This design comes from an exercise in tuning for small area and a short achievable clock period on the open sky130 flow, not from production work.
Only simulation tests tie the RTL to the original design; equivalence was not proved.
Power is estimated from default activity; no workload was simulated.

==> inputs of run a <==
Design top_FFT, start of the top module:
module top_FFT(
    output [24-1:0] out,
    input  [24-1:0] in,
    input clk, reset
);
    wire m, s1, s2, s3, s4, s3n, k3t, mI1, m1p1, m1n1, m11, m21;
    wire [2:0] k1t, k1p;
    wire [1:0] k2t, k2p;
    fft_ctrl ctrl(.clk(clk), .reset(reset), .m(m),
                  .s1(s1), .s2(s2), .s3(s3), .s4(s4),
                  .k1t(k1t), .k1p(k1p), .k2t(k2t), .k2p(k2p),
                  .mI1(mI1), .m1p1(m1p1), .m1n1(m1n1), .m11(m11), .m21(m21),
                  .s3n(s3n), .k3t(k3t));
    reg [23:0] r_in, r12, r23, r34, r_out;
    reg [23:0] a0, a1, a2, a3, a4, a5;
    reg [25:0] a6;
    reg [49:0] a7;
    reg [23:0] b0;
    reg [25:0] b1, b2;
    reg [49:0] b3;
    reg [23:0] c0;
    reg [25:0] c1;
    reg [23:0] d0;
    wire [11:0] a7sr = a7[49:38], a7cr = a7[36:25], a7si = a7[24:13], a7ci = a7[11:0];
    wire        a7nr = a7[37],    a7ni = a7[12];
    wire [11:0] b3sr = b3[49:38], b3cr = b3[36:25], b3si = b3[24:13], b3ci = b3[11:0];
    wire        b3nr = b3[37],    b3ni = b3[12];
    wire [12:0] c1xr = c1[25:13], c1xi = c1[12:0];
    wire [23:0] sum1, dif1, sum2, dif2, sum3, dif3, sum4, dif4;
    Butterfly bf1(.C1(sum1), .C2(dif1),
                  .Xr(s1 ? {a7sr[11], a7sr} : {a7sr, a7nr}),
  ...
==> flow/config.mk <==
export PLATFORM = sky130hd
export DESIGN_NAME = top_FFT
export DESIGN_NICKNAME = top_FFT
export VERILOG_FILES = /design/flow/design.v
export SDC_FILE = /design/flow/constraint.sdc
export NUM_CORES = 4
export LEC_CHECK = 0
export CAP_MARGIN = 40
export CORE_MARGIN = 2
export CORE_UTILIZATION = 40
export SLEW_MARGIN = 60
==> flow/constraint.sdc <==
create_clock -name core_clock -period 10.0 [get_ports {clk}]
set_input_delay 2.0000 -clock core_clock [delete_from_list [all_inputs] [get_ports {clk}]]
set_output_delay 2.0000 -clock core_clock [all_outputs]
set_load 0.01 [all_outputs]
standard.sh (not shown) runs the stock make flow with config.mk's settings and CLKGATE_MAP_FILE= SYNTH_SCRIPT=/design/flow/synth_recipe.tcl, a recipe that flattens the netlist after the stock synthesis.
==> flow/flow/run.sh <==
#!/bin/bash
# Layout flow: the standard.sh (unchanged synthesis and ORFS steps) with
#  - port buffers of a plain buffer cell instead of the default delay cell,
#  - clock tree synthesis without dummy loads,
#  - the resizer's setup repair aiming at a larger slack margin,
#  - after synthesis, inverters pushed through full adders (flow/bubble.py;
#    registers and all other cells untouched).
# Each tool's output goes to a log file in this folder.
set -euo pipefail
export BUFFER_PORTS_ARGS="-buffer_cell sky130_fd_sc_hd__buf_2"
export CTS_ARGS="-sink_clustering_enable -repair_clock_nets -dont_use_dummy_load"
export SETUP_SLACK_MARGIN=6.5
R=orfs/results/sky130hd/top_FFT/base
bash standard.sh synth > synth.log 2>&1
python3 flow/bubble.py $R/1_2_yosys.v $R/1_2_yosys_bub.v > bubble.log 2>&1
cp $R/1_2_yosys.v $R/1_2_yosys_presub.v
mv $R/1_2_yosys_bub.v $R/1_2_yosys.v
rm -f $R/1_synth.odb
bash standard.sh > standard.log 2>&1
Other scripts of this flow, unchanged in this note and not shown: flow/flow/bubble.py
==> inputs of run b, as changes to run a <==
--- a/flow/design.v
+++ b/flow/design.v
@@ -106,11 +106,11 @@
 module HA(input a, b, output s, co);
     assign s = a ^ b;
     assign co = a & b;
 endmodule
 module tw1_tree(input [12:0] A, B, input [2:0] k, input mI, m1p, m1n, m2, m1,
-    output [11:0] Sr, Cr, output cr, output [11:0] Si, Ci, output ci);
+    output [11:0] Sr, Cr, output [4:0] cr, output [11:0] Si, Ci, output [4:0] ci);
     wire [12:0] nA = ~A, nB = ~B;
     wire rp1 = A[0];
     wire rp2 = A[1];
     wire rp3 = A[2];
     wire rp4 = A[3];
@@ -399,12 +399,16 @@
     FA urs286(.a(rc209), .b(rs248), .c(rc247), .s(rs286), .co(rc287));
     wire rs288, rc289;
     FA urs288(.a(rc213), .b(rs250), .c(rc249), .s(rs288), .co(rc289));
     wire rs290, rc291;
     FA urs290(.a(rc215), .b(rs252), .c(rc251), .s(rs290), .co(rc291));
-    wire [10:0] rlo = {1'b0, {rs266, rs264, rs262, rs260, rs258, rs256, rs216, rp44, rp43, 1'b0}} + {1'b0, {rc265, rc263, rc261, rc259, rc257, rc255, rs254, rp59, rk105, 1'b0}};
-    assign cr = rlo[10];
+    wire [3:0] rg0 = {1'b0, {rp44, rp43, 1'b0}} + {1'b0, {rp59, rk105, 1'b0}};
+    wire [3:0] rg1 = {1'b0, {rs258, rs256, rs216}} + {1'b0, {rc257, rc255, rs254}};
+    wire [2:0] rq1 = {rs258, rs256, rs216} ^ {rc257, rc255, rs254};
+    wire [4:0] rg2 = {1'b0, {rs266, rs264, rs262, rs260}} + {1'b0, {rc265, rc263, rc261, rc259}};
+    wire [3:0] rq2 = {rs266, rs264, rs262, rs260} ^ {rc265, rc263, rc261, rc259};
+    assign cr = {rg2[4], &rq2, rg1[3], &rq1, rg0[3]};
     assign Sr = {rs290, rs288, rs286, rs284, rs282, rs280, rs278, rs276, rs274, rs272, rs270, rs268};
     assign Cr = {rc289, rc287, rc285, rc283, rc281, rc279, rc277, rc275, rc273, rc271, rc269, rc267};
     wire ip292 = ((mI | m1p | m2) & B[0]) | (m1n & nB[0]);
     wire ip293 = ((mI | m1p | m2) & B[1]) | (m1n & nB[1]);
     wire ip294 = ((mI | m1p | m2) & B[2]) | (m1n & nB[2]);
@@ -697,12 +701,16 @@
     FA uis580(.a(ic501), .b(is540), .c(ic539), .s(is580), .co(ic581));
     wire is582, ic583;
     FA uis582(.a(ic505), .b(is542), .c(ic541), .s(is582), .co(ic583));
     wire is584, ic585;
     FA uis584(.a(ic507), .b(is544), .c(ic543), .s(is584), .co(ic585));
-    wire [10:0] ilo = {1'b0, {is560, is558, is556, is554, is552, is550, is548, ik397, ip334, 1'b0}} + {1'b0, {ic559, ic557, ic555, ic553, ic551, ic549, ic547, is546, ik396, 1'b0}};
-    assign ci = ilo[10];
+    wire [3:0] ig0 = {1'b0, {ik397, ip334, 1'b0}} + {1'b0, {is546, ik396, 1'b0}};
+    wire [3:0] ig1 = {1'b0, {is552, is550, is548}} + {1'b0, {ic551, ic549, ic547}};
+    wire [2:0] iq1 = {is552, is550, is548} ^ {ic551, ic549, ic547};
+    wire [4:0] ig2 = {1'b0, {is560, is558, is556, is554}} + {1'b0, {ic559, ic557, ic555, ic553}};
+    wire [3:0] iq2 = {is560, is558, is556, is554} ^ {ic559, ic557, ic555, ic553};
+    assign ci = {ig2[4], &iq2, ig1[3], &iq1, ig0[3]};
     assign Si = {is584, is582, is580, is578, is576, is574, is572, is570, is568, is566, is564, is562};
     assign Ci = {ic583, ic581, ic579, ic577, ic575, ic573, ic571, ic569, ic567, ic565, ic563, ic561};
 endmodule
 module tw2_tree(input [12:0] A, B, input [2:0] k, input mI, m2,
     output [11:0] Sr, Cr, output cr, output [11:0] Si, Ci, output ci);
@@ -1055,19 +1063,20 @@
                   .mI1(mI1), .m1p1(m1p1), .m1n1(m1n1), .m11(m11), .m21(m21),
                   .s3n(s3n), .k3t(k3t));
     reg [23:0] r_in, r12, r23, r34, r_out;
     reg [23:0] a0, a1, a2, a3, a4, a5;
     reg [25:0] a6;
-    reg [49:0] a7;
+    reg [57:0] a7;
     reg [23:0] b0;
     reg [25:0] b1, b2;
     reg [49:0] b3;
     reg [23:0] c0;
     reg [25:0] c1;
     reg [23:0] d0;
-    wire [11:0] a7sr = a7[49:38], a7cr = a7[36:25], a7si = a7[24:13], a7ci = a7[11:0];
-    wire        a7nr = a7[37],    a7ni = a7[12];
+    wire [11:0] a7sr = a7[57:46], a7cr = a7[40:29], a7si = a7[28:17], a7ci = a7[11:0];
+    wire        a7nr = a7[45] | (a7[44] & (a7[43] | (a7[42] & a7[41])));
+    wire        a7ni = a7[16] | (a7[15] & (a7[14] | (a7[13] & a7[12])));
     wire [11:0] b3sr = b3[49:38], b3cr = b3[36:25], b3si = b3[24:13], b3ci = b3[11:0];
     wire        b3nr = b3[37],    b3ni = b3[12];
     wire [12:0] c1xr = c1[25:13], c1xi = c1[12:0];
     wire [23:0] sum1, dif1, sum2, dif2, sum3, dif3, sum4, dif4;
     Butterfly bf1(.C1(sum1), .C2(dif1),
@@ -1084,11 +1093,12 @@
                   .Yr(s3 ? {r23[23], r23[23:12]} : {12'd0, c1xr[0]}),
                   .Yi(s3 ? {r23[11], r23[11:0]}  : {12'd0, c1xi[0]}), .R(r23));
     Butterfly4 bf4(.C1(sum4), .C2(dif4), .A(d0), .B(r34));
     wire [25:0] p1, p2, t3;
     wire [11:0] t1sr, t1cr, t1si, t1ci, t2sr, t2cr, t2si, t2ci;
-    wire t1nr, t1ni, t2nr, t2ni;
+    wire [4:0] t1nr, t1ni;
+    wire t2nr, t2ni;
     wire sel_a = (k1p[1:0] == 2'd2);
     wire [12:0] pS, pD;
     PrepAdd padd(.S(pS), .D(pD), .C(sel_a ? a5 : b0), .k6(sel_a ? k1p[2] : k2p[1]));
     TwPrep prep1(.out(p1), .C(a5), .k(k1p), .S(pS), .D(pD));
     tw1_tree tree1(.A(a6[25:13]), .B(a6[12:0]), .k(k1t),
==> inputs of run c, as changes to run a <==
--- a/flow/design.v
+++ b/flow/design.v
@@ -106,11 +106,11 @@
 module HA(input a, b, output s, co);
     assign s = a ^ b;
     assign co = a & b;
 endmodule
 module tw1_tree(input [12:0] A, B, input [2:0] k, input mI, m1p, m1n, m2, m1,
-    output [11:0] Sr, Cr, output cr, output [11:0] Si, Ci, output ci);
+    output [11:0] Sr, Cr, output [4:0] cr, output [11:0] Si, Ci, output [4:0] ci);
     wire [12:0] nA = ~A, nB = ~B;
     wire rp1 = A[0];
     wire rp2 = A[1];
     wire rp3 = A[2];
     wire rp4 = A[3];
@@ -399,12 +399,16 @@
     FA urs286(.a(rc209), .b(rs248), .c(rc247), .s(rs286), .co(rc287));
     wire rs288, rc289;
     FA urs288(.a(rc213), .b(rs250), .c(rc249), .s(rs288), .co(rc289));
     wire rs290, rc291;
     FA urs290(.a(rc215), .b(rs252), .c(rc251), .s(rs290), .co(rc291));
-    wire [10:0] rlo = {1'b0, {rs266, rs264, rs262, rs260, rs258, rs256, rs216, rp44, rp43, 1'b0}} + {1'b0, {rc265, rc263, rc261, rc259, rc257, rc255, rs254, rp59, rk105, 1'b0}};
-    assign cr = rlo[10];
+    wire [3:0] rg0 = {1'b0, {rp44, rp43, 1'b0}} + {1'b0, {rp59, rk105, 1'b0}};
+    wire [3:0] rg1 = {1'b0, {rs258, rs256, rs216}} + {1'b0, {rc257, rc255, rs254}};
+    wire [2:0] rq1 = {rs258, rs256, rs216} ^ {rc257, rc255, rs254};
+    wire [4:0] rg2 = {1'b0, {rs266, rs264, rs262, rs260}} + {1'b0, {rc265, rc263, rc261, rc259}};
+    wire [3:0] rq2 = {rs266, rs264, rs262, rs260} ^ {rc265, rc263, rc261, rc259};
+    assign cr = {rg2[4], &rq2, rg1[3], &rq1, rg0[3]};
     assign Sr = {rs290, rs288, rs286, rs284, rs282, rs280, rs278, rs276, rs274, rs272, rs270, rs268};
     assign Cr = {rc289, rc287, rc285, rc283, rc281, rc279, rc277, rc275, rc273, rc271, rc269, rc267};
     wire ip292 = ((mI | m1p | m2) & B[0]) | (m1n & nB[0]);
     wire ip293 = ((mI | m1p | m2) & B[1]) | (m1n & nB[1]);
     wire ip294 = ((mI | m1p | m2) & B[2]) | (m1n & nB[2]);
@@ -697,12 +701,16 @@
     FA uis580(.a(ic501), .b(is540), .c(ic539), .s(is580), .co(ic581));
     wire is582, ic583;
     FA uis582(.a(ic505), .b(is542), .c(ic541), .s(is582), .co(ic583));
     wire is584, ic585;
     FA uis584(.a(ic507), .b(is544), .c(ic543), .s(is584), .co(ic585));
-    wire [10:0] ilo = {1'b0, {is560, is558, is556, is554, is552, is550, is548, ik397, ip334, 1'b0}} + {1'b0, {ic559, ic557, ic555, ic553, ic551, ic549, ic547, is546, ik396, 1'b0}};
-    assign ci = ilo[10];
+    wire [3:0] ig0 = {1'b0, {ik397, ip334, 1'b0}} + {1'b0, {is546, ik396, 1'b0}};
+    wire [3:0] ig1 = {1'b0, {is552, is550, is548}} + {1'b0, {ic551, ic549, ic547}};
+    wire [2:0] iq1 = {is552, is550, is548} ^ {ic551, ic549, ic547};
+    wire [4:0] ig2 = {1'b0, {is560, is558, is556, is554}} + {1'b0, {ic559, ic557, ic555, ic553}};
+    wire [3:0] iq2 = {is560, is558, is556, is554} ^ {ic559, ic557, ic555, ic553};
+    assign ci = {ig2[4], &iq2, ig1[3], &iq1, ig0[3]};
     assign Si = {is584, is582, is580, is578, is576, is574, is572, is570, is568, is566, is564, is562};
     assign Ci = {ic583, ic581, ic579, ic577, ic575, ic573, ic571, ic569, ic567, ic565, ic563, ic561};
 endmodule
 module tw2_tree(input [12:0] A, B, input [2:0] k, input mI, m2,
     output [11:0] Sr, Cr, output cr, output [11:0] Si, Ci, output ci);
@@ -1055,19 +1063,20 @@
                   .mI1(mI1), .m1p1(m1p1), .m1n1(m1n1), .m11(m11), .m21(m21),
                   .s3n(s3n), .k3t(k3t));
     reg [23:0] r_in, r12, r23, r34, r_out;
     reg [23:0] a0, a1, a2, a3, a4, a5;
     reg [25:0] a6;
-    reg [49:0] a7;
+    reg [57:0] a7;
     reg [23:0] b0;
     reg [25:0] b1, b2;
     reg [49:0] b3;
     reg [23:0] c0;
     reg [25:0] c1;
     reg [23:0] d0;
-    wire [11:0] a7sr = a7[49:38], a7cr = a7[36:25], a7si = a7[24:13], a7ci = a7[11:0];
-    wire        a7nr = a7[37],    a7ni = a7[12];
+    wire [11:0] a7sr = a7[57:46], a7cr = a7[40:29], a7si = a7[28:17], a7ci = a7[11:0];
+    wire        a7nr = a7[45] | (a7[44] & (a7[43] | (a7[42] & a7[41])));
+    wire        a7ni = a7[16] | (a7[15] & (a7[14] | (a7[13] & a7[12])));
     wire [11:0] b3sr = b3[49:38], b3cr = b3[36:25], b3si = b3[24:13], b3ci = b3[11:0];
     wire        b3nr = b3[37],    b3ni = b3[12];
     wire [12:0] c1xr = c1[25:13], c1xi = c1[12:0];
     wire [23:0] sum1, dif1, sum2, dif2, sum3, dif3, sum4, dif4;
     Butterfly bf1(.C1(sum1), .C2(dif1),
@@ -1084,11 +1093,12 @@
                   .Yr(s3 ? {r23[23], r23[23:12]} : {12'd0, c1xr[0]}),
                   .Yi(s3 ? {r23[11], r23[11:0]}  : {12'd0, c1xi[0]}), .R(r23));
     Butterfly4 bf4(.C1(sum4), .C2(dif4), .A(d0), .B(r34));
     wire [25:0] p1, p2, t3;
     wire [11:0] t1sr, t1cr, t1si, t1ci, t2sr, t2cr, t2si, t2ci;
-    wire t1nr, t1ni, t2nr, t2ni;
+    wire [4:0] t1nr, t1ni;
+    wire t2nr, t2ni;
     wire sel_a = (k1p[1:0] == 2'd2);
     wire [12:0] pS, pD;
     PrepAdd padd(.S(pS), .D(pD), .C(sel_a ? a5 : b0), .k6(sel_a ? k1p[2] : k2p[1]));
     TwPrep prep1(.out(p1), .C(a5), .k(k1p), .S(pS), .D(pD));
     tw1_tree tree1(.A(a6[25:13]), .B(a6[12:0]), .k(k1t),
==> flow/flow/run.sh (replaced) <==
#!/bin/bash
# Layout flow: the standard.sh (unchanged synthesis and ORFS steps) with
#  - port buffers of a plain buffer cell instead of the default delay cell,
#  - clock tree synthesis without dummy loads and with larger sink clusters,
#  - the resizer's setup repair aiming at a larger slack margin,
#  - after synthesis, inverters pushed through full adders (flow/bubble.py;
#    registers and all other cells untouched).
# Each tool's output goes to a log file in this folder.
set -euo pipefail
export BUFFER_PORTS_ARGS="-buffer_cell sky130_fd_sc_hd__buf_2"
export CTS_ARGS="-sink_clustering_enable -repair_clock_nets -dont_use_dummy_load -sink_clustering_size 24 -sink_clustering_max_diameter 100"
export SETUP_SLACK_MARGIN=6.5
R=orfs/results/sky130hd/top_FFT/base
bash standard.sh synth > synth.log 2>&1
python3 flow/bubble.py $R/1_2_yosys.v $R/1_2_yosys_bub.v > bubble.log 2>&1
cp $R/1_2_yosys.v $R/1_2_yosys_presub.v
mv $R/1_2_yosys_bub.v $R/1_2_yosys.v
rm -f $R/1_synth.odb
bash standard.sh > standard.log 2>&1
--- a/flow/config.mk
+++ b/flow/config.mk
@@ -5,7 +5,7 @@
 export SDC_FILE = /design/flow/constraint.sdc
 export NUM_CORES = 4
 export LEC_CHECK = 0
 export CAP_MARGIN = 40
 export CORE_MARGIN = 2
-export CORE_UTILIZATION = 40
+export CORE_UTILIZATION = 60
 export SLEW_MARGIN = 60
==> summary.txt <==
	run c	run b	run a
Non-filler cells in the finished layout	4363	4799	4902
Sequential cell count	578	578	570
Internal power	5.110 mW	5.739 mW	5.708 mW
Number of DRC markers in iteration 0	1861	1594	1500
Routed wire length	89940 µm	85710 µm	88200 µm
Fraction of standard cell area that is sequential	31.19%	30.06%	29.55%
Worst IR drop on VDD	0.1987 mV	0.1855 mV	0.1820 mV
Proportion of final cell area spent on non-clock buffers	3.357%	3.428%	2.706%
Combinational Power	4.23 mW	3.90 mW	3.99 mW
Total CTS buffers	29	68	69
Setup clock skew after layout	60.91 ps	68.47 ps	115.3 ps
Fraction of area in multi-input gates	57.31%	54.98%	55.99%
Status	complete, no violations	complete, no violations	complete, no violations
Vias	25.26k	24.70k	25.56k
Arrival time reported for the critical path endpoint	4030 ps	4110 ps	4220 ps
Netlist area before placement	0.03444 mm²	0.03444 mm²	0.03491 mm²
Overall die area	0.05934 mm²	0.08847 mm²	0.08965 mm²
Leakage power summed over all cells	17.19 nW	17.66 nW	17.91 nW
Clock latency of the later-clocked register in the worst-skew pair	610 ps	620 ps	620 ps
Area taken by flip-flops and latches	0.01164 mm²	0.01163 mm²	0.01146 mm²
Largest stage delay on the critical path	580 ps	560 ps	730 ps
Relative contribution of combinational cells to total power	48.7%	42.4%	43.0%

afterwards: timing with drivers on the ports:
How much do the figures lean on ideal ports? The routed layouts below were timed once more, with nothing changed but the port constraints. Step 1, drivers: a clkbuf_16 drives clk and a buf_2 each remaining input, both assumed. Step 2 times the ports against the registers' clock, not the clock port: input delays grow and output delays shrink by t, the midpoint of the rising clock arrivals with the driver on. Three values: ideal ports, drivers, drivers and shift; two values: the first two.
run	shift t [ns]	setup WS [ns]	slew at the worst register clock pin (ns)
run a	0.633	6.297 / 6.297 / 6.052	0.07 / 0.07
run b	0.655	6.380 / 6.380 / 6.290	0.06 / 0.06
run c	0.637	6.476 / 6.476 / 6.037	0.10 / 0.10
After both steps setup and hold are still met in every run listed. The setup slack of run c, which loses most, moves by 0.000 ns with the drivers and by -0.439 ns with both steps.
